From an optimization exercise on the open Yosys and OpenROAD flow, aimed at small area; shortcuts taken in it are not production practice.
In this exercise RTL edits were held to simulation tests only and were not proved equivalent to the original.

`flow/design.v`:
```
module sine_generator (
    input  wire        clk,
    input  wire        rst_n,
    input  wire        enable,
    input  wire [31:0] freq_increment,
    input  wire [15:0] modulation_index,
    input  wire [15:0] cu,
    output wire        cmp1,
    output wire        cmp2
);
    reg [11:0] ph_low;
    reg [11:0] ph_mid;
    reg        ph_cy;
    reg [7:0]  ph_top;
    wire [11:0] f0 = freq_increment[11:0];
    wire [11:0] f1 = freq_increment[23:12];
    wire [7:0]  f2 = freq_increment[31:24];
    wire [12:0] c0;
    wire [11:0] s0;
    wire [12:0] c1;
    wire [11:0] s1;
    wire [8:0]  c2;
    wire [7:0]  s2;
    assign c0[0] = 1'b0;
    assign c1[0] = ph_cy;
    assign c2[0] = 1'b0;
    genvar gi;
    generate
        for (gi = 0; gi < 12; gi = gi + 1) begin : g_low
            assign s0[gi]   = ph_low[gi] ^ f0[gi] ^ c0[gi];
            assign c0[gi+1] = (ph_low[gi] & f0[gi]) | (ph_low[gi] & c0[gi]) | (f0[gi] & c0[gi]);
            assign s1[gi]   = ph_mid[gi] ^ f1[gi] ^ c1[gi];
            assign c1[gi+1] = (ph_mid[gi] & f1[gi]) | (ph_mid[gi] & c1[gi]) | (f1[gi] & c1[gi]);
        end
        for (gi = 0; gi < 8; gi = gi + 1) begin : g_top
            assign s2[gi]   = ph_top[gi] ^ f2[gi] ^ c2[gi];
            assign c2[gi+1] = (ph_top[gi] & f2[gi]) | (ph_top[gi] & c2[gi]) | (f2[gi] & c2[gi]);
        end
    endgenerate
    wire k_now  = ph_cy & (&ph_mid);
    wire k_next = c0[12] & (&s1);
    wire inc    = k_now ? k_next : (c1[12] | k_next);
    wire [7:0] run;
    assign run[0] = inc;
    generate
        for (gi = 1; gi < 8; gi = gi + 1) begin : g_inc
            assign run[gi] = run[gi-1] & s2[gi-1];
        end
    endgenerate
    wire [7:0] top_next = s2 ^ run;
    always @(posedge clk or negedge rst_n) begin
        if (!rst_n) begin
            ph_low <= 12'd0;
            ph_mid <= 12'd0;
            ph_cy  <= 1'b0;
            ph_top <= 8'd0;
        end else if (enable) begin
            ph_low <= s0;
            ph_mid <= s1;
            ph_cy  <= c0[12];
            ph_top <= top_next;
        end else begin
            ph_low <= 12'd0;
            ph_mid <= 12'd0;
            ph_cy  <= 1'b0;
            ph_top <= 8'd0;
        end
    end
    wire [7:0] p = ph_top;
    wire       s = p[7];
    wire [6:0] idx = p[6] ? (7'd64 - {1'b0, p[5:0]}) : {1'b0, p[5:0]};
    reg [23:0] dg;
    reg [6:0]  zt;
    always @(*) begin
        case (idx)
            7'd0: {zt, dg} = 31'h7f000000;
            7'd1: {zt, dg} = 31'h06221004;
            7'd2: {zt, dg} = 31'h00280112;
            7'd3: {zt, dg} = 31'h02180027;
            7'd4: {zt, dg} = 31'h00442308;
            7'd5: {zt, dg} = 31'h00400f00;
            7'd6: {zt, dg} = 31'h00601902;
            7'd7: {zt, dg} = 31'h00610814;
            7'd8: {zt, dg} = 31'h0e500422;
            7'd9: {zt, dg} = 31'h00042340;
            7'd10: {zt, dg} = 31'h00051042;
            7'd11: {zt, dg} = 31'h00020154;
            7'd12: {zt, dg} = 31'h00300146;
            7'd13: {zt, dg} = 31'h02020065;
            7'd14: {zt, dg} = 31'h02807205;
            7'd15: {zt, dg} = 31'h1e846010;
            7'd16: {zt, dg} = 31'h00904300;
            7'd17: {zt, dg} = 31'h02a04a05;
            7'd18: {zt, dg} = 31'h00815c22;
            7'd19: {zt, dg} = 31'h06944228;
            7'd20: {zt, dg} = 31'h028e2001;
            7'd21: {zt, dg} = 31'h02861001;
            7'd22: {zt, dg} = 31'h00850a10;
            7'd23: {zt, dg} = 31'h02a0040b;
            7'd24: {zt, dg} = 31'h06801224;
            7'd25: {zt, dg} = 31'h00820d30;
            7'd26: {zt, dg} = 31'h00c82100;
            7'd27: {zt, dg} = 31'h00c01900;
            7'd28: {zt, dg} = 31'h00da0500;
            7'd29: {zt, dg} = 31'h02e4100b;
            7'd30: {zt, dg} = 31'h06e20410;
            7'd31: {zt, dg} = 31'h02c80021;
            7'd32: {zt, dg} = 31'h00c10038;
            7'd33: {zt, dg} = 31'h00922d40;
            7'd34: {zt, dg} = 31'h02861841;
            7'd35: {zt, dg} = 31'h00900740;
            7'd36: {zt, dg} = 31'h00a11440;
            7'd37: {zt, dg} = 31'h00b00946;
            7'd38: {zt, dg} = 31'h02841a61;
            7'd39: {zt, dg} = 31'h0083006c;
            7'd40: {zt, dg} = 31'h06800678;
            7'd41: {zt, dg} = 31'h00026184;
            7'd42: {zt, dg} = 31'h00016892;
            7'd43: {zt, dg} = 31'h02085285;
            7'd44: {zt, dg} = 31'h00114884;
            7'd45: {zt, dg} = 31'h060e4090;
            7'd46: {zt, dg} = 31'h00234c80;
            7'd47: {zt, dg} = 31'h00324180;
            7'd48: {zt, dg} = 31'h7e284090;
            7'd49: {zt, dg} = 31'h000057a8;
            7'd50: {zt, dg} = 31'h000241a8;
            7'd51: {zt, dg} = 31'h001140aa;
            7'd52: {zt, dg} = 31'h060042b8;
            7'd53: {zt, dg} = 31'h06083284;
            7'd54: {zt, dg} = 31'h00012086;
            7'd55: {zt, dg} = 31'h02102885;
            7'd56: {zt, dg} = 31'h0011208a;
            7'd57: {zt, dg} = 31'h06002294;
            7'd58: {zt, dg} = 31'h0600229c;
            7'd59: {zt, dg} = 31'h0e001082;
            7'd60: {zt, dg} = 31'h00091084;
            7'd61: {zt, dg} = 31'h0202108d;
            7'd62: {zt, dg} = 31'h00040982;
            7'd63: {zt, dg} = 31'h00030480;
            7'd64: {zt, dg} = 31'h00000180;
            default: {zt, dg} = 31'h00000000;
        endcase
    end
    wire [7:0] dg_p1 = dg[23:16];
    wire [7:0] dg_n1 = dg[15:8];
    wire [7:0] dg_p2 = dg[7:0];
    wire [15:0] m = modulation_index;
    wire [15:0] cx = cu ^ {16{s}};
    wire [15:0] ncx = ~cx;
    wire [7:0]  dn1n = dg_n1;
    wire z = zt[0] | (m[14:0] == 15'd0) |
             (zt[1] & (m[13:0] == 14'd0)) |
             (zt[2] & (m[12:0] == 13'd0)) |
             (zt[3] & (m[11:0] == 12'd0)) |
             (zt[4] & (m[10:0] == 11'd0)) |
             (zt[5] & (m[9:0] == 10'd0)) |
             (zt[6] & (m[8:0] == 9'd0));
    wire szn = (s & ~z);
    wire pn0_0 = ((dg_p1[0] & m[0]) | (dg_n1[0] & ~m[0]));
    wire pn0_1 = ((dg_p1[0] & m[1]) | (dg_n1[0] & ~m[1]) | (dg_p2[0] & m[0]));
    wire pn0_2 = ((dg_p1[0] & m[2]) | (dg_n1[0] & ~m[2]) | (dg_p2[0] & m[1]));
    wire pn0_3 = ((dg_p1[0] & m[3]) | (dg_n1[0] & ~m[3]) | (dg_p2[0] & m[2]));
    wire pn0_4 = ((dg_p1[0] & m[4]) | (dg_n1[0] & ~m[4]) | (dg_p2[0] & m[3]));
    wire pn0_5 = ((dg_p1[0] & m[5]) | (dg_n1[0] & ~m[5]) | (dg_p2[0] & m[4]));
    wire pn0_6 = ((dg_p1[0] & m[6]) | (dg_n1[0] & ~m[6]) | (dg_p2[0] & m[5]));
    wire pn0_7 = ((dg_p1[0] & m[7]) | (dg_n1[0] & ~m[7]) | (dg_p2[0] & m[6]));
    wire pn0_8 = ((dg_p1[0] & m[8]) | (dg_n1[0] & ~m[8]) | (dg_p2[0] & m[7]));
    wire pn0_9 = ((dg_p1[0] & m[9]) | (dg_n1[0] & ~m[9]) | (dg_p2[0] & m[8]));
    wire pn0_10 = ((dg_p1[0] & m[10]) | (dg_n1[0] & ~m[10]) | (dg_p2[0] & m[9]));
    wire pn0_11 = ((dg_p1[0] & m[11]) | (dg_n1[0] & ~m[11]) | (dg_p2[0] & m[10]));
    wire pn0_12 = ((dg_p1[0] & m[12]) | (dg_n1[0] & ~m[12]) | (dg_p2[0] & m[11]));
    wire pn0_13 = ((dg_p1[0] & m[13]) | (dg_n1[0] & ~m[13]) | (dg_p2[0] & m[12]));
    wire pn0_14 = ((dg_p1[0] & m[14]) | (dg_n1[0] & ~m[14]) | (dg_p2[0] & m[13]));
    wire pn0_15 = ((dg_p1[0] & m[15]) | (dg_n1[0] & ~m[15]) | (dg_p2[0] & m[14]));
    wire pt0 = ~((dg_p1[0] & m[15]) | (dg_n1[0] & ~m[15]) | (dg_p2[0] & m[15]));
    wire pn1_0 = ((dg_p1[1] & m[0]) | (dg_n1[1] & ~m[0]));
    wire pn1_1 = ((dg_p1[1] & m[1]) | (dg_n1[1] & ~m[1]) | (dg_p2[1] & m[0]));
    wire pn1_2 = ((dg_p1[1] & m[2]) | (dg_n1[1] & ~m[2]) | (dg_p2[1] & m[1]));
    wire pn1_3 = ((dg_p1[1] & m[3]) | (dg_n1[1] & ~m[3]) | (dg_p2[1] & m[2]));
    wire pn1_4 = ((dg_p1[1] & m[4]) | (dg_n1[1] & ~m[4]) | (dg_p2[1] & m[3]));
    wire pn1_5 = ((dg_p1[1] & m[5]) | (dg_n1[1] & ~m[5]) | (dg_p2[1] & m[4]));
    wire pn1_6 = ((dg_p1[1] & m[6]) | (dg_n1[1] & ~m[6]) | (dg_p2[1] & m[5]));
    wire pn1_7 = ((dg_p1[1] & m[7]) | (dg_n1[1] & ~m[7]) | (dg_p2[1] & m[6]));
    wire pn1_8 = ((dg_p1[1] & m[8]) | (dg_n1[1] & ~m[8]) | (dg_p2[1] & m[7]));
    wire pn1_9 = ((dg_p1[1] & m[9]) | (dg_n1[1] & ~m[9]) | (dg_p2[1] & m[8]));
    wire pn1_10 = ((dg_p1[1] & m[10]) | (dg_n1[1] & ~m[10]) | (dg_p2[1] & m[9]));
    wire pn1_11 = ((dg_p1[1] & m[11]) | (dg_n1[1] & ~m[11]) | (dg_p2[1] & m[10]));
    wire pn1_12 = ((dg_p1[1] & m[12]) | (dg_n1[1] & ~m[12]) | (dg_p2[1] & m[11]));
    wire pn1_13 = ((dg_p1[1] & m[13]) | (dg_n1[1] & ~m[13]) | (dg_p2[1] & m[12]));
    wire pn1_14 = ((dg_p1[1] & m[14]) | (dg_n1[1] & ~m[14]) | (dg_p2[1] & m[13]));
    wire pn1_15 = ((dg_p1[1] & m[15]) | (dg_n1[1] & ~m[15]) | (dg_p2[1] & m[14]));
    wire pt1 = ~((dg_p1[1] & m[15]) | (dg_n1[1] & ~m[15]) | (dg_p2[1] & m[15]));
    wire pn2_0 = ((dg_p1[2] & m[0]) | (dg_n1[2] & ~m[0]));
    wire pn2_1 = ((dg_p1[2] & m[1]) | (dg_n1[2] & ~m[1]) | (dg_p2[2] & m[0]));
    wire pn2_2 = ((dg_p1[2] & m[2]) | (dg_n1[2] & ~m[2]) | (dg_p2[2] & m[1]));
    wire pn2_3 = ((dg_p1[2] & m[3]) | (dg_n1[2] & ~m[3]) | (dg_p2[2] & m[2]));
    wire pn2_4 = ((dg_p1[2] & m[4]) | (dg_n1[2] & ~m[4]) | (dg_p2[2] & m[3]));
    wire pn2_5 = ((dg_p1[2] & m[5]) | (dg_n1[2] & ~m[5]) | (dg_p2[2] & m[4]));
    wire pn2_6 = ((dg_p1[2] & m[6]) | (dg_n1[2] & ~m[6]) | (dg_p2[2] & m[5]));
    wire pn2_7 = ((dg_p1[2] & m[7]) | (dg_n1[2] & ~m[7]) | (dg_p2[2] & m[6]));
    wire pn2_8 = ((dg_p1[2] & m[8]) | (dg_n1[2] & ~m[8]) | (dg_p2[2] & m[7]));
    wire pn2_9 = ((dg_p1[2] & m[9]) | (dg_n1[2] & ~m[9]) | (dg_p2[2] & m[8]));
    wire pn2_10 = ((dg_p1[2] & m[10]) | (dg_n1[2] & ~m[10]) | (dg_p2[2] & m[9]));
    wire pn2_11 = ((dg_p1[2] & m[11]) | (dg_n1[2] & ~m[11]) | (dg_p2[2] & m[10]));
    wire pn2_12 = ((dg_p1[2] & m[12]) | (dg_n1[2] & ~m[12]) | (dg_p2[2] & m[11]));
    wire pn2_13 = ((dg_p1[2] & m[13]) | (dg_n1[2] & ~m[13]) | (dg_p2[2] & m[12]));
    wire pn2_14 = ((dg_p1[2] & m[14]) | (dg_n1[2] & ~m[14]) | (dg_p2[2] & m[13]));
    wire pn2_15 = ((dg_p1[2] & m[15]) | (dg_n1[2] & ~m[15]) | (dg_p2[2] & m[14]));
    wire pt2 = ~((dg_p1[2] & m[15]) | (dg_n1[2] & ~m[15]) | (dg_p2[2] & m[15]));
    wire pn3_0 = ((dg_p1[3] & m[0]) | (dg_n1[3] & ~m[0]));
    wire pn3_1 = ((dg_p1[3] & m[1]) | (dg_n1[3] & ~m[1]) | (dg_p2[3] & m[0]));
    wire pn3_2 = ((dg_p1[3] & m[2]) | (dg_n1[3] & ~m[2]) | (dg_p2[3] & m[1]));
    wire pn3_3 = ((dg_p1[3] & m[3]) | (dg_n1[3] & ~m[3]) | (dg_p2[3] & m[2]));
    wire pn3_4 = ((dg_p1[3] & m[4]) | (dg_n1[3] & ~m[4]) | (dg_p2[3] & m[3]));
    wire pn3_5 = ((dg_p1[3] & m[5]) | (dg_n1[3] & ~m[5]) | (dg_p2[3] & m[4]));
    wire pn3_6 = ((dg_p1[3] & m[6]) | (dg_n1[3] & ~m[6]) | (dg_p2[3] & m[5]));
    wire pn3_7 = ((dg_p1[3] & m[7]) | (dg_n1[3] & ~m[7]) | (dg_p2[3] & m[6]));
    wire pn3_8 = ((dg_p1[3] & m[8]) | (dg_n1[3] & ~m[8]) | (dg_p2[3] & m[7]));
    wire pn3_9 = ((dg_p1[3] & m[9]) | (dg_n1[3] & ~m[9]) | (dg_p2[3] & m[8]));
    wire pn3_10 = ((dg_p1[3] & m[10]) | (dg_n1[3] & ~m[10]) | (dg_p2[3] & m[9]));
    wire pn3_11 = ((dg_p1[3] & m[11]) | (dg_n1[3] & ~m[11]) | (dg_p2[3] & m[10]));
    wire pn3_12 = ((dg_p1[3] & m[12]) | (dg_n1[3] & ~m[12]) | (dg_p2[3] & m[11]));
    wire pn3_13 = ((dg_p1[3] & m[13]) | (dg_n1[3] & ~m[13]) | (dg_p2[3] & m[12]));
    wire pn3_14 = ((dg_p1[3] & m[14]) | (dg_n1[3] & ~m[14]) | (dg_p2[3] & m[13]));
    wire pn3_15 = ((dg_p1[3] & m[15]) | (dg_n1[3] & ~m[15]) | (dg_p2[3] & m[14]));
    wire pt3 = ~((dg_p1[3] & m[15]) | (dg_n1[3] & ~m[15]) | (dg_p2[3] & m[15]));
    wire pn4_0 = ((dg_p1[4] & m[0]) | (dg_n1[4] & ~m[0]));
    wire pn4_1 = ((dg_p1[4] & m[1]) | (dg_n1[4] & ~m[1]) | (dg_p2[4] & m[0]));
    wire pn4_2 = ((dg_p1[4] & m[2]) | (dg_n1[4] & ~m[2]) | (dg_p2[4] & m[1]));
    wire pn4_3 = ((dg_p1[4] & m[3]) | (dg_n1[4] & ~m[3]) | (dg_p2[4] & m[2]));
    wire pn4_4 = ((dg_p1[4] & m[4]) | (dg_n1[4] & ~m[4]) | (dg_p2[4] & m[3]));
    wire pn4_5 = ((dg_p1[4] & m[5]) | (dg_n1[4] & ~m[5]) | (dg_p2[4] & m[4]));
    wire pn4_6 = ((dg_p1[4] & m[6]) | (dg_n1[4] & ~m[6]) | (dg_p2[4] & m[5]));
    wire pn4_7 = ((dg_p1[4] & m[7]) | (dg_n1[4] & ~m[7]) | (dg_p2[4] & m[6]));
    wire pn4_8 = ((dg_p1[4] & m[8]) | (dg_n1[4] & ~m[8]) | (dg_p2[4] & m[7]));
    wire pn4_9 = ((dg_p1[4] & m[9]) | (dg_n1[4] & ~m[9]) | (dg_p2[4] & m[8]));
    wire pn4_10 = ((dg_p1[4] & m[10]) | (dg_n1[4] & ~m[10]) | (dg_p2[4] & m[9]));
    wire pn4_11 = ((dg_p1[4] & m[11]) | (dg_n1[4] & ~m[11]) | (dg_p2[4] & m[10]));
    wire pn4_12 = ((dg_p1[4] & m[12]) | (dg_n1[4] & ~m[12]) | (dg_p2[4] & m[11]));
    wire pn4_13 = ((dg_p1[4] & m[13]) | (dg_n1[4] & ~m[13]) | (dg_p2[4] & m[12]));
    wire pn4_14 = ((dg_p1[4] & m[14]) | (dg_n1[4] & ~m[14]) | (dg_p2[4] & m[13]));
    wire pn4_15 = ((dg_p1[4] & m[15]) | (dg_n1[4] & ~m[15]) | (dg_p2[4] & m[14]));
    wire pt4 = ~((dg_p1[4] & m[15]) | (dg_n1[4] & ~m[15]) | (dg_p2[4] & m[15]));
    wire pn5_0 = ((dg_p1[5] & m[0]) | (dg_n1[5] & ~m[0]));
    wire pn5_1 = ((dg_p1[5] & m[1]) | (dg_n1[5] & ~m[1]) | (dg_p2[5] & m[0]));
    wire pn5_2 = ((dg_p1[5] & m[2]) | (dg_n1[5] & ~m[2]) | (dg_p2[5] & m[1]));
    wire pn5_3 = ((dg_p1[5] & m[3]) | (dg_n1[5] & ~m[3]) | (dg_p2[5] & m[2]));
    wire pn5_4 = ((dg_p1[5] & m[4]) | (dg_n1[5] & ~m[4]) | (dg_p2[5] & m[3]));
    wire pn5_5 = ((dg_p1[5] & m[5]) | (dg_n1[5] & ~m[5]) | (dg_p2[5] & m[4]));
    wire pn5_6 = ((dg_p1[5] & m[6]) | (dg_n1[5] & ~m[6]) | (dg_p2[5] & m[5]));
    wire pn5_7 = ((dg_p1[5] & m[7]) | (dg_n1[5] & ~m[7]) | (dg_p2[5] & m[6]));
    wire pn5_8 = ((dg_p1[5] & m[8]) | (dg_n1[5] & ~m[8]) | (dg_p2[5] & m[7]));
    wire pn5_9 = ((dg_p1[5] & m[9]) | (dg_n1[5] & ~m[9]) | (dg_p2[5] & m[8]));
    wire pn5_10 = ((dg_p1[5] & m[10]) | (dg_n1[5] & ~m[10]) | (dg_p2[5] & m[9]));
    wire pn5_11 = ((dg_p1[5] & m[11]) | (dg_n1[5] & ~m[11]) | (dg_p2[5] & m[10]));
    wire pn5_12 = ((dg_p1[5] & m[12]) | (dg_n1[5] & ~m[12]) | (dg_p2[5] & m[11]));
    wire pn5_13 = ((dg_p1[5] & m[13]) | (dg_n1[5] & ~m[13]) | (dg_p2[5] & m[12]));
    wire pn5_14 = ((dg_p1[5] & m[14]) | (dg_n1[5] & ~m[14]) | (dg_p2[5] & m[13]));
    wire pn5_15 = ((dg_p1[5] & m[15]) | (dg_n1[5] & ~m[15]) | (dg_p2[5] & m[14]));
    wire pt5 = ~((dg_p1[5] & m[15]) | (dg_n1[5] & ~m[15]) | (dg_p2[5] & m[15]));
    wire pn6_0 = ((dg_p1[6] & m[0]) | (dg_n1[6] & ~m[0]));
    wire pn6_1 = ((dg_p1[6] & m[1]) | (dg_n1[6] & ~m[1]) | (dg_p2[6] & m[0]));
    wire pn6_2 = ((dg_p1[6] & m[2]) | (dg_n1[6] & ~m[2]) | (dg_p2[6] & m[1]));
    wire pn6_3 = ((dg_p1[6] & m[3]) | (dg_n1[6] & ~m[3]) | (dg_p2[6] & m[2]));
    wire pn6_4 = ((dg_p1[6] & m[4]) | (dg_n1[6] & ~m[4]) | (dg_p2[6] & m[3]));
    wire pn6_5 = ((dg_p1[6] & m[5]) | (dg_n1[6] & ~m[5]) | (dg_p2[6] & m[4]));
    wire pn6_6 = ((dg_p1[6] & m[6]) | (dg_n1[6] & ~m[6]) | (dg_p2[6] & m[5]));
    wire pn6_7 = ((dg_p1[6] & m[7]) | (dg_n1[6] & ~m[7]) | (dg_p2[6] & m[6]));
    wire pn6_8 = ((dg_p1[6] & m[8]) | (dg_n1[6] & ~m[8]) | (dg_p2[6] & m[7]));
    wire pn6_9 = ((dg_p1[6] & m[9]) | (dg_n1[6] & ~m[9]) | (dg_p2[6] & m[8]));
    wire pn6_10 = ((dg_p1[6] & m[10]) | (dg_n1[6] & ~m[10]) | (dg_p2[6] & m[9]));
    wire pn6_11 = ((dg_p1[6] & m[11]) | (dg_n1[6] & ~m[11]) | (dg_p2[6] & m[10]));
    wire pn6_12 = ((dg_p1[6] & m[12]) | (dg_n1[6] & ~m[12]) | (dg_p2[6] & m[11]));
    wire pn6_13 = ((dg_p1[6] & m[13]) | (dg_n1[6] & ~m[13]) | (dg_p2[6] & m[12]));
    wire pn6_14 = ((dg_p1[6] & m[14]) | (dg_n1[6] & ~m[14]) | (dg_p2[6] & m[13]));
    wire pn6_15 = ((dg_p1[6] & m[15]) | (dg_n1[6] & ~m[15]) | (dg_p2[6] & m[14]));
    wire pt6 = ~((dg_p1[6] & m[15]) | (dg_n1[6] & ~m[15]) | (dg_p2[6] & m[15]));
    wire pn7_0 = ((dg_p1[7] & m[0]) | (dg_n1[7] & ~m[0]));
    wire pn7_1 = ((dg_p1[7] & m[1]) | (dg_n1[7] & ~m[1]) | (dg_p2[7] & m[0]));
    wire pn7_2 = ((dg_p1[7] & m[2]) | (dg_n1[7] & ~m[2]) | (dg_p2[7] & m[1]));
    wire pn7_3 = ((dg_p1[7] & m[3]) | (dg_n1[7] & ~m[3]) | (dg_p2[7] & m[2]));
    wire pn7_4 = ((dg_p1[7] & m[4]) | (dg_n1[7] & ~m[4]) | (dg_p2[7] & m[3]));
    wire pn7_5 = ((dg_p1[7] & m[5]) | (dg_n1[7] & ~m[5]) | (dg_p2[7] & m[4]));
    wire pn7_6 = ((dg_p1[7] & m[6]) | (dg_n1[7] & ~m[6]) | (dg_p2[7] & m[5]));
    wire pn7_7 = ((dg_p1[7] & m[7]) | (dg_n1[7] & ~m[7]) | (dg_p2[7] & m[6]));
    wire pn7_8 = ((dg_p1[7] & m[8]) | (dg_n1[7] & ~m[8]) | (dg_p2[7] & m[7]));
    wire pn7_9 = ((dg_p1[7] & m[9]) | (dg_n1[7] & ~m[9]) | (dg_p2[7] & m[8]));
    wire pn7_10 = ((dg_p1[7] & m[10]) | (dg_n1[7] & ~m[10]) | (dg_p2[7] & m[9]));
    wire pn7_11 = ((dg_p1[7] & m[11]) | (dg_n1[7] & ~m[11]) | (dg_p2[7] & m[10]));
    wire pn7_12 = ((dg_p1[7] & m[12]) | (dg_n1[7] & ~m[12]) | (dg_p2[7] & m[11]));
    wire pn7_13 = ((dg_p1[7] & m[13]) | (dg_n1[7] & ~m[13]) | (dg_p2[7] & m[12]));
    wire pn7_14 = ((dg_p1[7] & m[14]) | (dg_n1[7] & ~m[14]) | (dg_p2[7] & m[13]));
    wire pn7_15 = ((dg_p1[7] & m[15]) | (dg_n1[7] & ~m[15]) | (dg_p2[7] & m[14]));
    wire pt7 = ~((dg_p1[7] & m[15]) | (dg_n1[7] & ~m[15]) | (dg_p2[7] & m[15]));
    wire hs1, hc2;
    assign {hc2, hs1} = pn0_15 + pn1_13;
    wire fs3, fc4;
    assign {fc4, fs3} = 1'b1 + pt0 + pn1_14;
    wire hs5, hc6;
    assign {hc6, hs5} = 1'b1 + pn1_15;
    wire hs7, hc8;
    assign {hc8, hs7} = pn0_10 + pn1_8;
    wire hs9, hc10;
    assign {hc10, hs9} = pn0_11 + pn1_9;
    wire fs11, fc12;
    assign {fc12, fs11} = pn0_12 + pn1_10 + pn2_8;
    wire hs13, hc14;
    assign {hc14, hs13} = pn3_6 + pn4_4;
    wire fs15, fc16;
    assign {fc16, fs15} = pn0_13 + pn1_11 + pn2_9;
    wire hs17, hc18;
    assign {hc18, hs17} = pn3_7 + pn4_5;
    wire fs19, fc20;
    assign {fc20, fs19} = pn0_14 + pn1_12 + pn2_10;
    wire fs21, fc22;
    assign {fc22, fs21} = pn3_8 + pn4_6 + pn5_4;
    wire hs23, hc24;
    assign {hc24, hs23} = pn6_2 + pn7_0;
    wire fs25, fc26;
    assign {fc26, fs25} = hs1 + pn2_11 + pn3_9;
    wire fs27, fc28;
    assign {fc28, fs27} = pn4_7 + pn5_5 + pn6_3;
    wire fs29, fc30;
    assign {fc30, fs29} = pn7_1 + szn + ncx[0];
    wire fs31, fc32;
    assign {fc32, fs31} = hc2 + fs3 + pn2_12;
    wire fs33, fc34;
    assign {fc34, fs33} = pn3_10 + pn4_8 + pn5_6;
    wire fs35, fc36;
    assign {fc36, fs35} = pn6_4 + pn7_2 + ncx[1];
    wire fs37, fc38;
    assign {fc38, fs37} = fc4 + hs5 + pn2_13;
    wire fs39, fc40;
    assign {fc40, fs39} = pn3_11 + pn4_9 + pn5_7;
    wire fs41, fc42;
    assign {fc42, fs41} = pn6_5 + pn7_3 + ncx[2];
    wire fs43, fc44;
    assign {fc44, fs43} = hc6 + pt1 + pn2_14;
    wire fs45, fc46;
    assign {fc46, fs45} = pn3_12 + pn4_10 + pn5_8;
    wire fs47, fc48;
    assign {fc48, fs47} = pn6_6 + pn7_4 + ncx[3];
    wire fs49, fc50;
    assign {fc50, fs49} = 1'b1 + pn2_15 + pn3_13;
    wire fs51, fc52;
    assign {fc52, fs51} = pn4_11 + pn5_9 + pn6_7;
    wire hs53, hc54;
    assign {hc54, hs53} = pn7_5 + ncx[4];
    wire fs55, fc56;
    assign {fc56, fs55} = pt2 + pn3_14 + pn4_12;
    wire fs57, fc58;
    assign {fc58, fs57} = pn5_10 + pn6_8 + pn7_6;
    wire fs59, fc60;
    assign {fc60, fs59} = 1'b1 + pn3_15 + pn4_13;
    wire hs61, hc62;
    assign {hc62, hs61} = pn5_11 + pn6_9;
    wire fs63, fc64;
    assign {fc64, fs63} = pt3 + pn4_14 + pn5_12;
    wire hs65, hc66;
    assign {hc66, hs65} = 1'b1 + pn4_15;
    wire hs67, hc68;
    assign {hc68, hs67} = pn0_6 + pn1_4;
    wire hs69, hc70;
    assign {hc70, hs69} = pn0_7 + pn1_5;
    wire fs71, fc72;
    assign {fc72, fs71} = pn0_8 + pn1_6 + pn2_4;
    wire hs73, hc74;
    assign {hc74, hs73} = pn3_2 + pn4_0;
    wire fs75, fc76;
    assign {fc76, fs75} = pn0_9 + pn1_7 + pn2_5;
    wire hs77, hc78;
    assign {hc78, hs77} = pn3_3 + pn4_1;
    wire fs79, fc80;
    assign {fc80, fs79} = hs7 + pn2_6 + pn3_4;
    wire fs81, fc82;
    assign {fc82, fs81} = pn4_2 + pn5_0 + dn1n[5];
    wire fs83, fc84;
    assign {fc84, fs83} = hc8 + hs9 + pn2_7;
    wire fs85, fc86;
    assign {fc86, fs85} = pn3_5 + pn4_3 + pn5_1;
    wire fs87, fc88;
    assign {fc88, fs87} = hc10 + fs11 + hs13;
    wire fs89, fc90;
    assign {fc90, fs89} = pn5_2 + pn6_0 + dn1n[6];
    wire fs91, fc92;
    assign {fc92, fs91} = fc12 + hc14 + fs15;
    wire fs93, fc94;
    assign {fc94, fs93} = hs17 + pn5_3 + pn6_1;
    wire fs95, fc96;
    assign {fc96, fs95} = fc16 + hc18 + fs19;
    wire fs97, fc98;
    assign {fc98, fs97} = fs21 + hs23 + dn1n[7];
    wire fs99, fc100;
    assign {fc100, fs99} = fc20 + fc22 + hc24;
    wire fs101, fc102;
    assign {fc102, fs101} = fs25 + fs27 + fs29;
    wire fs103, fc104;
    assign {fc104, fs103} = fc26 + fc28 + fc30;
    wire fs105, fc106;
    assign {fc106, fs105} = fs31 + fs33 + fs35;
    wire fs107, fc108;
    assign {fc108, fs107} = fc32 + fc34 + fc36;
    wire fs109, fc110;
    assign {fc110, fs109} = fs37 + fs39 + fs41;
    wire fs111, fc112;
    assign {fc112, fs111} = fc38 + fc40 + fc42;
    wire fs113, fc114;
    assign {fc114, fs113} = fs43 + fs45 + fs47;
    wire fs115, fc116;
    assign {fc116, fs115} = fc44 + fc46 + fc48;
    wire fs117, fc118;
    assign {fc118, fs117} = fs49 + fs51 + hs53;
    wire fs119, fc120;
    assign {fc120, fs119} = fc50 + fc52 + hc54;
    wire fs121, fc122;
    assign {fc122, fs121} = fs55 + fs57 + ncx[5];
    wire fs123, fc124;
    assign {fc124, fs123} = fc56 + fc58 + fs59;
    wire fs125, fc126;
    assign {fc126, fs125} = hs61 + pn7_7 + ncx[6];
    wire fs127, fc128;
    assign {fc128, fs127} = fc60 + hc62 + fs63;
    wire fs129, fc130;
    assign {fc130, fs129} = pn6_10 + pn7_8 + ncx[7];
    wire fs131, fc132;
    assign {fc132, fs131} = fc64 + hs65 + pn5_13;
    wire fs133, fc134;
    assign {fc134, fs133} = pn6_11 + pn7_9 + ncx[8];
    wire fs135, fc136;
    assign {fc136, fs135} = hc66 + pt4 + pn5_14;
    wire fs137, fc138;
    assign {fc138, fs137} = pn6_12 + pn7_10 + ncx[9];
    wire fs139, fc140;
    assign {fc140, fs139} = 1'b1 + pn5_15 + pn6_13;
    wire hs141, hc142;
    assign {hc142, hs141} = pn7_11 + ncx[10];
    wire fs143, fc144;
    assign {fc144, fs143} = pt5 + pn6_14 + pn7_12;
    wire hs145, hc146;
    assign {hc146, hs145} = 1'b1 + pn6_15;
    wire hs147, hc148;
    assign {hc148, hs147} = pn0_4 + pn1_2;
    wire hs149, hc150;
    assign {hc150, hs149} = pn0_5 + pn1_3;
    wire fs151, fc152;
    assign {fc152, fs151} = hs67 + pn2_2 + pn3_0;
    wire fs153, fc154;
    assign {fc154, fs153} = hc68 + hs69 + pn2_3;
    wire fs155, fc156;
    assign {fc156, fs155} = hc70 + fs71 + hs73;
    wire fs157, fc158;
    assign {fc158, fs157} = fc72 + hc74 + fs75;
    wire fs159, fc160;
    assign {fc160, fs159} = fc76 + hc78 + fs79;
    wire fs161, fc162;
    assign {fc162, fs161} = fc80 + fc82 + fs83;
    wire fs163, fc164;
    assign {fc164, fs163} = fc84 + fc86 + fs87;
    wire fs165, fc166;
    assign {fc166, fs165} = fc88 + fc90 + fs91;
    wire fs167, fc168;
    assign {fc168, fs167} = fc92 + fc94 + fs95;
    wire fs169, fc170;
    assign {fc170, fs169} = fc96 + fc98 + fs99;
    wire fs171, fc172;
    assign {fc172, fs171} = fc100 + fc102 + fs103;
    wire fs173, fc174;
    assign {fc174, fs173} = fc104 + fc106 + fs107;
    wire fs175, fc176;
    assign {fc176, fs175} = fc108 + fc110 + fs111;
    wire fs177, fc178;
    assign {fc178, fs177} = fc112 + fc114 + fs115;
    wire fs179, fc180;
    assign {fc180, fs179} = fc116 + fc118 + fs119;
    wire fs181, fc182;
    assign {fc182, fs181} = fc120 + fc122 + fs123;
    wire fs183, fc184;
    assign {fc184, fs183} = fc124 + fc126 + fs127;
    wire fs185, fc186;
    assign {fc186, fs185} = fc128 + fc130 + fs131;
    wire fs187, fc188;
    assign {fc188, fs187} = fc132 + fc134 + fs135;
    wire fs189, fc190;
    assign {fc190, fs189} = fc136 + fc138 + fs139;
    wire fs191, fc192;
    assign {fc192, fs191} = fc140 + hc142 + fs143;
    wire fs193, fc194;
    assign {fc194, fs193} = fc144 + hs145 + pn7_13;
    wire fs195, fc196;
    assign {fc196, fs195} = hc146 + pt6 + pn7_14;
    wire hs197, hc198;
    assign {hc198, hs197} = 1'b1 + pn7_15;
    wire hs199, hc200;
    assign {hc200, hs199} = pn0_2 + pn1_0;
    wire hs201, hc202;
    assign {hc202, hs201} = pn0_3 + pn1_1;
    wire fs203, fc204;
    assign {fc204, fs203} = hs147 + pn2_0 + dn1n[2];
    wire fs205, fc206;
    assign {fc206, fs205} = hc148 + hs149 + pn2_1;
    wire fs207, fc208;
    assign {fc208, fs207} = hc150 + fs151 + dn1n[3];
    wire fs209, fc210;
    assign {fc210, fs209} = fc152 + fs153 + pn3_1;
    wire fs211, fc212;
    assign {fc212, fs211} = fc154 + fs155 + dn1n[4];
    wire fs213, fc214;
    assign {fc214, fs213} = fc156 + fs157 + hs77;
    wire fs215, fc216;
    assign {fc216, fs215} = fc158 + fs159 + fs81;
    wire fs217, fc218;
    assign {fc218, fs217} = fc160 + fs161 + fs85;
    wire fs219, fc220;
    assign {fc220, fs219} = fc162 + fs163 + fs89;
    wire fs221, fc222;
    assign {fc222, fs221} = fc164 + fs165 + fs93;
    wire fs223, fc224;
    assign {fc224, fs223} = fc166 + fs167 + fs97;
    wire fs225, fc226;
    assign {fc226, fs225} = fc168 + fs169 + fs101;
    wire fs227, fc228;
    assign {fc228, fs227} = fc170 + fs171 + fs105;
    wire fs229, fc230;
    assign {fc230, fs229} = fc172 + fs173 + fs109;
    wire fs231, fc232;
    assign {fc232, fs231} = fc174 + fs175 + fs113;
    wire fs233, fc234;
    assign {fc234, fs233} = fc176 + fs177 + fs117;
    wire fs235, fc236;
    assign {fc236, fs235} = fc178 + fs179 + fs121;
    wire fs237, fc238;
    assign {fc238, fs237} = fc180 + fs181 + fs125;
    wire fs239, fc240;
    assign {fc240, fs239} = fc182 + fs183 + fs129;
    wire fs241, fc242;
    assign {fc242, fs241} = fc184 + fs185 + fs133;
    wire fs243, fc244;
    assign {fc244, fs243} = fc186 + fs187 + fs137;
    wire fs245, fc246;
    assign {fc246, fs245} = fc188 + fs189 + hs141;
    wire fs247, fc248;
    assign {fc248, fs247} = fc190 + fs191 + ncx[11];
    wire fs249, fc250;
    assign {fc250, fs249} = fc192 + fs193 + ncx[12];
    wire fs251, fc252;
    assign {fc252, fs251} = fc194 + fs195 + ncx[13];
    wire fs253, fc254;
    assign {fc254, fs253} = fc196 + hs197 + ncx[14];
    wire fs255, fc256;
    assign {fc256, fs255} = hc198 + 1'b1 + pt7;
    wire [31:0] ra = {fc256, fc254, fc252, fc250, fc248, fc246, fc244, fc242, fc240, fc238, fc236, fc234, fc232, fc230, fc228, fc226, fc224, fc222, fc220, fc218, fc216, fc214, fc212, fc210, fc208, fc206, fc204, hc202, hc200, hs199, pn0_1, pn0_0};
    wire [31:0] rb = {1'b0, fs255, fs253, fs251, fs249, fs247, fs245, fs243, fs241, fs239, fs237, fs235, fs233, fs231, fs229, fs227, fs225, fs223, fs221, fs219, fs217, fs215, fs213, fs211, fs209, fs207, fs205, fs203, hs201, dn1n[1], 1'b0, dn1n[0]};
    wire [29:0] cg = ra[29:0] & rb[29:0];
    wire [29:0] cp = ra[29:0] | rb[29:0];
    wire tg0_0 = cg[1] | (cp[1] & cg[0]);
    wire tg0_1 = cg[3] | (cp[3] & cg[2]);
    wire tp0_1 = cp[3] & cp[2];
    wire tg0_2 = cg[5] | (cp[5] & cg[4]);
    wire tp0_2 = cp[5] & cp[4];
    wire tg0_3 = cg[7] | (cp[7] & cg[6]);
    wire tp0_3 = cp[7] & cp[6];
    wire tg0_4 = cg[9] | (cp[9] & cg[8]);
    wire tp0_4 = cp[9] & cp[8];
    wire tg0_5 = cg[11] | (cp[11] & cg[10]);
    wire tp0_5 = cp[11] & cp[10];
    wire tg0_6 = cg[13] | (cp[13] & cg[12]);
    wire tp0_6 = cp[13] & cp[12];
    wire tg0_7 = cg[15] | (cp[15] & cg[14]);
    wire tp0_7 = cp[15] & cp[14];
    wire tg0_8 = cg[17] | (cp[17] & cg[16]);
    wire tp0_8 = cp[17] & cp[16];
    wire tg0_9 = cg[19] | (cp[19] & cg[18]);
    wire tp0_9 = cp[19] & cp[18];
    wire tg0_10 = cg[21] | (cp[21] & cg[20]);
    wire tp0_10 = cp[21] & cp[20];
    wire tg0_11 = cg[23] | (cp[23] & cg[22]);
    wire tp0_11 = cp[23] & cp[22];
    wire tg0_12 = cg[25] | (cp[25] & cg[24]);
    wire tp0_12 = cp[25] & cp[24];
    wire tg0_13 = cg[27] | (cp[27] & cg[26]);
    wire tp0_13 = cp[27] & cp[26];
    wire tg0_14 = cg[29] | (cp[29] & cg[28]);
    wire tp0_14 = cp[29] & cp[28];
    wire tg1_0 = tg0_1 | (tp0_1 & tg0_0);
    wire tg1_1 = tg0_3 | (tp0_3 & tg0_2);
    wire tp1_1 = tp0_3 & tp0_2;
    wire tg1_2 = tg0_5 | (tp0_5 & tg0_4);
    wire tp1_2 = tp0_5 & tp0_4;
    wire tg1_3 = tg0_7 | (tp0_7 & tg0_6);
    wire tp1_3 = tp0_7 & tp0_6;
    wire tg1_4 = tg0_9 | (tp0_9 & tg0_8);
    wire tp1_4 = tp0_9 & tp0_8;
    wire tg1_5 = tg0_11 | (tp0_11 & tg0_10);
    wire tp1_5 = tp0_11 & tp0_10;
    wire tg1_6 = tg0_13 | (tp0_13 & tg0_12);
    wire tp1_6 = tp0_13 & tp0_12;
    wire tg2_0 = tg1_1 | (tp1_1 & tg1_0);
    wire tg2_1 = tg1_3 | (tp1_3 & tg1_2);
    wire tp2_1 = tp1_3 & tp1_2;
    wire tg2_2 = tg1_5 | (tp1_5 & tg1_4);
    wire tp2_2 = tp1_5 & tp1_4;
    wire tg2_3 = tg0_14 | (tp0_14 & tg1_6);
    wire tp2_3 = tp0_14 & tp1_6;
    wire tg3_0 = tg2_1 | (tp2_1 & tg2_0);
    wire tg3_1 = tg2_3 | (tp2_3 & tg2_2);
    wire tp3_1 = tp2_3 & tp2_2;
    wire tg4_0 = tg3_1 | (tp3_1 & tg3_0);
    wire        k30 = tg4_0;
    wire        e2 = cx[15];
    wire        e1 = ~cx[15];
    wire        a30 = ra[30];
    wire        b30 = rb[30];
    wire [1:0]  t2 = a30 + b30 + e2 + k30;
    wire [1:0]  t1 = a30 + b30 + e1 + k30;
    wire        d31_2 = ra[31] ^ rb[31] ^ t2[1];
    wire        d31_1 = ra[31] ^ rb[31] ^ t1[1];
    assign cmp2 = ~(s ^ d31_2);
    assign cmp1 = ~(s ^ d31_1);
endmodule
module carrier_generator (
    input  wire        clk,
    input  wire        rst_n,
    input  wire        enable,
    input  wire [15:0] freq_div,
    output wire [15:0] cu,
    output reg         sync_pulse
);
    reg [15:0] counter;
    reg        counter_dir;
    reg        prev_dir;
    wire [16:0] cnt_inc;
    assign cnt_inc[0] = 1'b1;
    wire [15:0] cnt_plus1;
    genvar gi;
    generate
        for (gi = 0; gi < 16; gi = gi + 1) begin : g_inc
            assign cnt_plus1[gi]  = counter[gi] ^ cnt_inc[gi];
            assign cnt_inc[gi+1]  = counter[gi] & cnt_inc[gi];
        end
    endgenerate
    wire [16:0] ge;
    assign ge[0] = 1'b1;
    generate
        for (gi = 0; gi < 16; gi = gi + 1) begin : g_ge
            assign ge[gi+1] = (cnt_plus1[gi] & ~freq_div[gi]) | (ge[gi] & (cnt_plus1[gi] | ~freq_div[gi]));
        end
    endgenerate
    wire wrap = (|freq_div) && (cnt_inc[16] || ge[16]);
    always @(posedge clk or negedge rst_n) begin
        if (!rst_n) begin
            counter     <= 16'd0;
            counter_dir <= 1'b0;
            prev_dir    <= 1'b0;
            sync_pulse  <= 1'b0;
        end else if (enable) begin
            if (wrap) begin
                counter     <= 16'd0;
                counter_dir <= ~counter_dir;
            end else begin
                counter     <= cnt_plus1;
            end
            prev_dir   <= counter_dir;
            sync_pulse <= ~prev_dir & counter_dir;
        end else begin
            counter     <= 16'd0;
            counter_dir <= 1'b0;
            sync_pulse  <= 1'b0;
        end
    end
    assign cu = counter_dir ? {counter[15], ~counter[14:0]} : counter;
endmodule
module pwm_comparator #(
    parameter RESET_CMP = 1'b0
)(
    input  wire       clk,
    input  wire       rst_n,
    input  wire       enable,
    input  wire       cmp_next,
    input  wire [7:0] deadtime,
    output wire       pwm_high,
    output wire       pwm_low
);
    reg       cmp;
    reg       pwm_raw;
    reg       pwm_raw_prev;
    reg [7:0] deadtime_counter;
    reg       out_en;
    wire       edge_seen = pwm_raw ^ pwm_raw_prev;
    wire       dt_zero   = ~|deadtime_counter;
    wire [8:0] borrow;
    wire [7:0] dt_dec;
    assign borrow[0] = 1'b1;
    genvar gi;
    generate
        for (gi = 0; gi < 8; gi = gi + 1) begin : g_dec
            assign dt_dec[gi]   = deadtime_counter[gi] ^ borrow[gi];
            assign borrow[gi+1] = borrow[gi] & ~deadtime_counter[gi];
        end
    endgenerate
    wire [7:0] dt_next = edge_seen ? deadtime : (dt_zero ? 8'd0 : dt_dec);
    always @(posedge clk or negedge rst_n) begin
        if (!rst_n) begin
            cmp              <= RESET_CMP;
            pwm_raw          <= 1'b0;
            pwm_raw_prev     <= 1'b0;
            deadtime_counter <= 8'd0;
            out_en           <= 1'b0;
        end else begin
            cmp              <= enable ? cmp_next : RESET_CMP;
            pwm_raw          <= enable & cmp;
            pwm_raw_prev     <= enable & pwm_raw;
            deadtime_counter <= enable ? dt_next : 8'd0;
            out_en           <= enable & ~edge_seen & dt_zero;
        end
    end
    assign pwm_high = out_en & pwm_raw_prev;
    assign pwm_low  = out_en & ~pwm_raw_prev;
endmodule
module inverter_5level_top #(
    parameter DATA_WIDTH = 16,
    parameter PHASE_WIDTH = 32,
    parameter DEADTIME_WIDTH = 8,
    parameter CARRIER_DIV_WIDTH = 16
)(
    input  wire                         clk,
    input  wire                         rst_n,
    input  wire                         enable,
    input  wire [PHASE_WIDTH-1:0]       freq_50hz,
    input  wire [DATA_WIDTH-1:0]        modulation_index,
    input  wire [DEADTIME_WIDTH-1:0]    deadtime_cycles,
    input  wire [CARRIER_DIV_WIDTH-1:0] carrier_freq_div,
    output wire                         pwm1_ch1_high,
    output wire                         pwm1_ch1_low,
    output wire                         pwm1_ch2_high,
    output wire                         pwm1_ch2_low,
    output wire                         pwm2_ch1_high,
    output wire                         pwm2_ch1_low,
    output wire                         pwm2_ch2_high,
    output wire                         pwm2_ch2_low,
    output wire                         sync_pulse,
    output wire                         fault
);
    wire [15:0] cu;
    wire        cmp1, cmp2;
    carrier_generator carrier_gen (
        .clk        (clk),
        .rst_n      (rst_n),
        .enable     (enable),
        .freq_div   (carrier_freq_div),
        .cu         (cu),
        .sync_pulse (sync_pulse)
    );
    sine_generator sine_gen (
        .clk              (clk),
        .rst_n            (rst_n),
        .enable           (enable),
        .freq_increment   (freq_50hz),
        .modulation_index (modulation_index),
        .cu               (cu),
        .cmp1             (cmp1),
        .cmp2             (cmp2)
    );
    wire h1, l1, h2, l2;
    pwm_comparator #(.RESET_CMP(1'b1)) pwm1 (
        .clk (clk), .rst_n (rst_n), .enable (enable),
        .cmp_next (cmp1), .deadtime (deadtime_cycles),
        .pwm_high (h1), .pwm_low (l1)
    );
    pwm_comparator #(.RESET_CMP(1'b0)) pwm2 (
        .clk (clk), .rst_n (rst_n), .enable (enable),
        .cmp_next (cmp2), .deadtime (deadtime_cycles),
        .pwm_high (h2), .pwm_low (l2)
    );
    assign pwm1_ch1_high = h1;
    assign pwm1_ch1_low  = l1;
    assign pwm1_ch2_high = h1;
    assign pwm1_ch2_low  = l1;
    assign pwm2_ch1_high = h2;
    assign pwm2_ch1_low  = l2;
    assign pwm2_ch2_high = h2;
    assign pwm2_ch2_low  = l2;
    assign fault = 1'b0;
endmodule
```
`flow/flow/run.sh`:
```
#!/bin/bash
# Own layout flow: the standard flow (standard.sh) with these changes:
#  - synthesis maps logic with an area-oriented ABC script (flow/abc_area.script)
#    instead of ORFS's speed script; registers are mapped as before (dfflibmap
#    runs before ABC), so their names and cells match the standard synthesis;
#  - Yosys's synth runs without its internal ABC pass (SYNTH_ARGS=-noabc), so
#    the adders written in the RTL reach extract_fa as written;
#  - port buffers are sky130_fd_sc_hd__buf_1 (every port still gets one).
# Each tool's output is in orfs/logs/...; make's own output goes to flow_make.log.
set -euo pipefail
here=$(pwd)
rm -rf "$here/scripts_area"
cp -r "$FLOW_HOME/scripts" "$here/scripts_area"
cp "$here/flow/abc_area.script" "$here/scripts_area/abc_area.script"
bash standard.sh \
  SCRIPTS_DIR="$here/scripts_area" \
  ABC_AREA=1 \
  SYNTH_ARGS=-noabc \
  BUFFER_PORTS_ARGS="-buffer_cell sky130_fd_sc_hd__buf_1" \
  finish > "$here/flow_make.log" 2>&1
```
`flow/flow/abc_area.script`:
```
strash
&get -n
&deepsyn -T 60
&b
&put
dch
map -a
topo
stime -c
```
`flow/standard.sh`:
```
#!/bin/bash
# synth_recipe.tcl (not shown) runs the flow's synth.tcl, then flattens the netlist and writes it again
# the make line also repeats each setting of config.mk as NAME=value (left out here)
make -C /OpenROAD-flow-scripts/flow DESIGN_CONFIG=/design/flow/config.mk WORK_HOME=/design/flow/orfs CLKGATE_MAP_FILE= SYNTH_SCRIPT=/design/flow/synth_recipe.tcl "${@:-finish}"
```
`flow/config.mk`:
```
export PLATFORM = sky130hd
export DESIGN_NAME = inverter_5level_top
export DESIGN_NICKNAME = inverter_5level_top
export VERILOG_FILES = /design/flow/design.v
export SDC_FILE = /design/flow/constraint.sdc
export NUM_CORES = 4
export LEC_CHECK = 0
export CAP_MARGIN = 20
export CORE_MARGIN = 2
export CORE_UTILIZATION = 40
export CTS_BUF_LIST = sky130_fd_sc_hd__clkbuf_8
export GPL_TIMING_DRIVEN = 0
export SLEW_MARGIN = 20
```
`flow/constraint.sdc`:
```
create_clock -name core_clock -period 10.0 [get_ports {clk}]
set_input_delay 2.0000 -clock core_clock [delete_from_list [all_inputs] [get_ports {clk}]]
set_output_delay 2.0000 -clock core_clock [all_outputs]
set_load 0.01 [all_outputs]
```
==> reports/qor.csv, run 1 <==
stage;metric;value;unit
status;outcome;no timing/DRC/antenna violations;
sta;slew_viol_final;0;
routing;drt_wl_total;30.90;mm
global_routing;antenna_found_initial;0;
placement;gp_congestion;1.049;
sta;grt_setup_unrepaired;yes;
worst_setup_path;cp.required;10270;ps
die;fp.dieH;163.1;µm
min_path;min_to;carrier_gen.sync_pulse;
sta;fmax;105.0;MHz
finish;fin_area;0.01137;mm²
yosys;avgSynthCellArea;8.268;µm²
die;die_w;163.1;µm
yosys;post-synth-top-count-cell;clkinv_1;
die;ios;85;
finish;synthToLayoutAreaGrowth;12.38;%
placement;dp_hpwl;24.09;mm
yosys;synth_common_cells;clkinv_1 (200), nand2_1 (171), nor2_1 (160);
routing;drt_iter0_markers;887;
routing;via_per_inst;5.869;
die;rows;58;
worst_setup_path;worst-path-max-fanout;2;
sta;holdWs;432.5;ps
placement;dpl_cell_area;0.01098;mm²
yosys;synth_top_area_frac;0.2572;
min_path;whs_path_depth;1;
finish;nNetsFinal;1609;
yosys;ys.flop_type;dfrtp_1;
yosys;synthTopCellsByArea;fa_1 (26%), dfrtp_1 (19%), ha_1 (8.0%);
cts;cts_hold_buf;0;
yosys;synth_edf_count;0;
sta;tightest_slew;1029;ps
routing;wl_per_cell;18.47;µm
routing;drt_first_pass_iters;5;
worst_setup_path;end_kind;flip-flop;
worst_setup_path;worstSetupPathType;primary input to flip-flop;
sta;period_needed;9522;ps
cts;cts_root_buf;clkbuf_8;
routing;vias;9819;
yosys;synth_seq_cells;76;
worst_setup_path;worstReg2RegEnd;pwm2.cmp;
global_routing;grt-ovfl-total;0;
yosys;yosysSeqAreaShare;0.1881;
min_path;hp-start;carrier_gen.prev_dir;
placement;pre_cts_ws;-828.0;ps
worst_setup_path;reg2reg_depth;40;
finish;antenna_cells;0;
global_routing;grtUsageTotal;0.2410;
sta;setup-tns-final;0;ps
cts;numCtsBuffers;9;
routing;drc;0;
die;start_util;0.4042;
sta;worst_clock_skew;8.219;ps
sta;hold_viol;0;
yosys;async_flop_share;1.000;
sta;setup_viol;0;
job;drv_cap;0;
die;die_area;0.02659;mm²
sta;fin_crit_sh;0.9522;
routing;antenna_left;0;
min_path;worst_hold_path_type;flip-flop to flip-flop;
yosys;postSynthCellCount;1224;
worst_setup_path;startpoint_type;primary input;
yosys;yosysTopAreaCell;fa_1;
worst_setup_path;crit_arrival;9790;ps
yosys;ys_types;41;
worst_setup_path;timing.rr.start;sine_gen.ph_top[0];
die;core_area;0.02504;mm²
placement;portBuffers;83;
global_routing;grt_max_degree;42;
worst_setup_path;rrSetupSlack;670;ps
global_routing;grt_pass1_wl;51.05;mm
yosys;syn_area;0.01012;mm²
cts;htree_levels;3;
yosys;ys_warn_count;4;
cts;cts_tree;yes;
sta;worst_slack;477.9;ps
finish;drive_above_1_share;0.06255;
cts;clkLatencyLatePin;350;ps
cts;clkSinkCount;76;
sta;relSlewSlack;0.3122;
yosys;syn_nets;1494;
global_routing;grt_pass1_vias;9916;
cts;cts_buffer_depth;2;
cts;clkTransAtPathRegs;70;ps
## layout make-up
class	count	area, µm²
fillers	2501	13660
inverters	200	770.7
multi-input cells	943	7536
flip-flops and latches	76	1904
clock inverters	5	52.55
clock buffers	10	137.6
plain buffers	5	37.54
repair buffers	104	520.5
well taps	330	412.9
## sequential cells by signal (all words and copies together) (netlist names)
signal                   cells
carrier_gen.counter         16
carrier_gen.counter_dir      1
carrier_gen.prev_dir         1
carrier_gen.sync_pulse       1
pwm1.cmp                     1
pwm1.deadtime_counter        8
pwm1.out_en                  1
pwm1.pwm_raw                 1
pwm1.pwm_raw_prev            1
pwm2.cmp                     1
pwm2.deadtime_counter        8
pwm2.out_en                  1
pwm2.pwm_raw                 1
pwm2.pwm_raw_prev            1
sine_gen.ph_cy               1
sine_gen.ph_low             12
sine_gen.ph_mid             12
sine_gen.ph_top              8
## layer usage
layer | share of wire | wire, µm | vias to the layer above | global-route usage
met3 | 0.081 | 2493 | 87 | 0.04088
met4 | 0.032 | 983 | 0 | 0.09332
li1 | - | - | 4521 | -
met1 | 0.42 | 12860 | 4739 | 0.3096
met2 | 0.47 | 14560 | 472 | 0.4072
met5 | 0 | 0 | - | 0
## cells in the final DEF, fill, tap and decap left out, types with 16 or more instances in the layout
master    netlist  layout
a21oi_1        48      46
a22oi_1        24      24
buf_1           0      82
buf_4           5      18
clkinv_1      200     190
dfrtp_1        75      74
fa_1          130     130
ha_1           65      65
nand2_1       171     168
nand3_1        24      23
nor2_1        160     152
nor3_1         19      18
o21ai_0        79      75
o221ai_1       72      72
o22ai_1        43      43
xor2_1         17      16
## critical path, cell delays in order
cell and delay [ps]:
buf_1 90, fa_1 440, fa_1 420, fa_1 420
fa_1 440, fa_1 420, fa_1 440, fa_1 440
fa_1 440, fa_1 430, fa_1 420, fa_1 430
fa_1 530, clkinv_1 80, nor4_1 310, nand4_1 150
o41ai_2 290, ha_1 210, ha_1 160, ha_1 150
ha_1 150, ha_1 150, ha_1 150, ha_1 160
xor2_1 210, o21ai_0 100, a21oi_1 140
## cells by family after synthesis
logic type,Yosys count,synth area share
AND/OR/NAND/NOR,406,0.1642
AO/OA/AOI/OAI,319,0.2129
buffers and inverters,205,0.07789
adder cells (fa/ha/maj),195,0.3375
flip-flops,76,0.1881
XOR/XNOR,22,0.01904
other,1,0.0003706
## how the worst max path moves through the flow
stage | from | endpoint | slack (ps) | depth (start not counted)
2_1_floorplan | sine_gen.ph_top[0] | pwm2.cmp | 740 | 35
3_5_place_dp | sine_gen.ph_top[0] | pwm2.cmp | -830 | 39
4_1_cts | sine_gen.ph_top[0] | pwm2.cmp | 110 | 39
5_1_grt | sine_gen.ph_top[6] | pwm2.cmp | -70 | 40
3_3_place_gp | sine_gen.ph_top[0] | pwm2.cmp | -2870 | 36
6_report | freq_50hz[12] | sine_gen.ph_top[7] | 480 | 27
## repair_timing
action / 4_1_cts / 5_1_grt
setup buffers: 0 / 13
gates cloned: 0 / 0
gates resized for setup: 12 / 19
pin swaps: 0 / 3
endpoints found under the setup margin: 2 / 3
## per-stage QoR
step,std cells,utilization
after floorplan,1224,-
after global placement,1637,0.4331
after detailed placement,1645,0.4385
after CTS,1660,0.4473
after global routing,1673,0.4542
final,1673,0.4542
==> run 2: changes to the inputs <==
--- a/flow/config.mk
+++ b/flow/config.mk
@@ -11,2 +11,4 @@
 export CTS_BUF_LIST = sky130_fd_sc_hd__clkbuf_8
+export CTS_CLUSTER_DIAMETER = 100
+export CTS_CLUSTER_SIZE = 30
 export GPL_TIMING_DRIVEN = 0
==> run 2 against run 1 <==
Compared with the run above:
- synthesized area is 0.56% higher
- global-route usage up 0.55 points
- die area is 0.55% higher
- clock-buffer cell count is 2 higher
- largest cell class unchanged
- clock skew rose by 0.52 ps
- critical path depth unchanged
==> reports/qor.csv, run 2 <==
stage;metric;value;unit
finish;drive_above_1_share;0.06494;
yosys;ys_warn_count;4;
cts;cts_hold_buf;0;
finish;largestRegisters;carrier_gen.counter: 16 flops, sine_gen.ph_low: 12 flops, sine_gen.ph_mid: 12 flops;
yosys;synth_edf_count;0;
routing;drt_wl_total;31.85;mm
finish;nFillCells;2626;
yosys;post-synth-top-count-cell;clkinv_1;
worst_setup_path;reg2reg_depth;47;
finish;regMostFlops;carrier_gen.counter;
yosys;yosysSeqAreaShare;0.1870;
global_routing;grt-ovfl-total;0;
cts;htree_levels;3;
finish;largest_reg_flops;16;
sta;hold_viol;0;
finish;fin_area;0.01150;mm²
sta;relSlewSlack;0.3663;
yosys;synthTopCellsByArea;fa_1 (26%), dfrtp_1 (18%), clkinv_1 (8.0%);
cts;clkTransAtPathRegs;70;ps
status;outcome;no timing/DRC/antenna violations;
yosys;syn_area;0.01018;mm²
global_routing;grt_pass1_vias;9829;
cts;clkSinkCount;76;
die;die_area;0.02673;mm²
yosys;yosysTopAreaCell;fa_1;
worst_setup_path;worstSetupPathType;primary input to flip-flop;
min_path;whs_path_depth;1;
worst_setup_path;worst-path-max-fanout;2;
min_path;min_to;carrier_gen.sync_pulse;
worst_setup_path;end_kind;flip-flop;
yosys;synth_seq_cells;76;
yosys;ys.flop_type;dfrtp_1;
sta;fin_crit_sh;0.9495;
sta;slew_viol_final;0;
cts;cts_buffer_depth;2;
sta;holdWs;441.9;ps
sta;fmax;105.3;MHz
worst_setup_path;crit_arrival;9770;ps
min_path;hp-start;carrier_gen.prev_dir;
routing;antenna_left;0;
placement;gp_congestion;0.9852;
sta;period_needed;9495;ps
global_routing;grt_pass1_wl;52.06;mm
sta;tightest_slew;950.5;ps
yosys;avgSynthCellArea;8.044;µm²
min_path;worst_hold_path_type;flip-flop to flip-flop;
sta;worst_clock_skew;8.743;ps
routing;drt_iter0_markers;829;
finish;nNetsFinal;1652;
die;rows;58;
routing;drc;0;
global_routing;antenna_found_initial;0;
die;die_w;163.5;µm
global_routing;grtUsageTotal;0.2466;
sta;setup_viol;0;
worst_setup_path;worstReg2RegEnd;pwm2.cmp;
routing;vias;9822;
die;core_area;0.02511;mm²
cts;cts_root_buf;clkbuf_8;
job;drv_cap;0;
cts;numCtsBuffers;9;
yosys;synth_common_cells;clkinv_1 (218), nor2_1 (201), nand2_1 (136);
die;fp.dieH;163.5;µm
finish;synthToLayoutAreaGrowth;13.02;%
die;start_util;0.4053;
global_routing;grt_max_degree;29;
placement;dp_hpwl;24.88;mm
finish;final_cell_mix;clkinv_1 (206), nor2_1 (192), fa_1 (130), nand2_1 (129), o21ai_0 (115);
placement;dpl_cell_area;0.01109;mm²
cts;cts_tree;yes;
yosys;postSynthCellCount;1265;
routing;via_per_inst;5.724;
yosys;syn_nets;1535;
routing;drt_first_pass_iters;5;
placement;portBuffers;83;
sta;setup-tns-final;0;ps
worst_setup_path;rrSetupSlack;640;ps
worst_setup_path;cp.required;10270;ps
finish;final_common_cell;clkinv_1;
yosys;async_flop_share;1.000;
sta;grt_setup_unrepaired;no;
worst_setup_path;timing.rr.start;sine_gen.ph_top[0];
finish;antenna_cells;0;
die;ios;85;
worst_setup_path;startpoint_type;primary input;
yosys;synth_top_area_frac;0.2557;
routing;wl_per_cell;18.56;µm
cts;clkLatencyLatePin;340;ps
yosys;ys_types;38;
run 2: changes by cell type in the layout (fill, tap and decap cells not counted), sizes merged, moves of 5 or more:
cell | before | now
o2111ai | 5 | 0
o21ai | 79 | 120
o22ai | 43 | 58
clkinv | 197 | 210
nor2 | 160 | 201
a31oi | 11 | 5
o221ai | 72 | 36
nand2 | 171 | 136
a22oi | 24 | 37
run 2: stage by stage:
step	setup WS (ps)	std cells	utilization
2_1_floorplan	548.2	1265	-
3_3_place_gp	-4037	1678	0.4341
3_5_place_dp	-1344	1689	0.4416
4_1_cts	59.95	1704	0.4516
5_1_grt	8.168	1716	0.4580
6_report	505.1	1716	0.4580
run 2: kinds of logic after synthesis:
logic type                 after synthesis  synth area share
AOI/OAI and AO/OA                      343            0.2128
xor gates and xnor gates                22           0.01893
adders and majority gates              195            0.3357
buffers and inverters                  223           0.08410
DFF                                     76            0.1870
other                                    1         0.0003685
and+or+nand+nor                        405            0.1611
run 2: how the worst max path moves through the flow:
stage,slack (ps),to,cells after the start,startpoint
after floorplan,550,pwm2.cmp,35,sine_gen.ph_top[0]
after global placement,-4040,pwm2.cmp,43,sine_gen.ph_top[0]
after detailed placement,-1340,pwm2.cmp,45,sine_gen.ph_top[0]
after CTS,60,pwm2.cmp,42,sine_gen.ph_top[0]
after global routing,8,pwm2.cmp,45,sine_gen.ph_top[0]
final,510,sine_gen.ph_top[7],27,freq_50hz[12]
run 2: area by class of cell:
type	instances	area [µm²]	area share
buffer	5	37.54	0.003264
clock buffer	12	165.2	0.01436
clock inverter	3	37.54	0.003264
inverter	218	844.6	0.07343
multi-input combinational	966	7552	0.6567
sequential	76	1904	0.1656
tap	330	412.9	0.03590
timing repair buffer	106	546.8	0.04754
run 2: per-layer routing:
layer,track usage,up-vias,share of wire
li1,-,4577,-
met1,0.3302,4717,0.42
met2,0.4068,439,0.47
met3,0.03504,89,0.072
met4,0.09131,0,0.041
met5,0,-,0
run 2: critical path, stage by stage:
cell      delay, ps
buf_1            90
fa_1            440
fa_1            430
fa_1            430
fa_1            420
fa_1            420
fa_1            440
fa_1            440
fa_1            440
fa_1            430
fa_1            450
fa_1            430
fa_1            520
clkinv_1         80
nor4_1          310
nand4_1         180
o41ai_2         300
ha_1            210
ha_1            140
ha_1            150
ha_1            150
ha_1            150
ha_1            150
ha_1            160
xnor2_1         150
o21ai_0         120
a21oi_1         130
run 2: repair_timing:
| action | 4_1_cts | 5_1_grt |
|---|---|---|
| endpoints found under the setup margin | 2 | 3 |
| resized for setup | 17 | 23 |
| pin swaps | 1 | 4 |
| buffers inserted | 0 | 12 |

separate check: timing with driven ports:
In the flow no input, the clock included, has a driving cell. The finished layouts below were timed again as built, in two steps.
Step 1 (the two cells are an assumption about what drives the block):
set clk [get_ports {clk}]
set_driving_cell -lib_cell sky130_fd_sc_hd__clkbuf_16 $clk
set_driving_cell -lib_cell sky130_fd_sc_hd__buf_2 [delete_from_list [all_inputs] $clk]
Step 2 adds t to the input delays and takes it off the output delays; t is the mean of the earliest and latest rising clock arrival at the registers after step 1. Input paths then give back, and output paths get back, about the clock's delay inside the block.
a / b / c = ideal / step 1 / step 2; a / b = the first two.
run	shift t [ns]	setup slack, ns	slew at the worst register clock pin (ns)
run 1	0.378	0.478 / 0.486 / 0.108	0.08 / 0.08
run 2	0.370	0.505 / 0.517 / 0.146	0.07 / 0.07
After both steps every run listed still meets setup and hold. For run 1, which loses most, drivers alone change the setup slack by +0.008 ns; drivers and shift together by -0.370 ns.
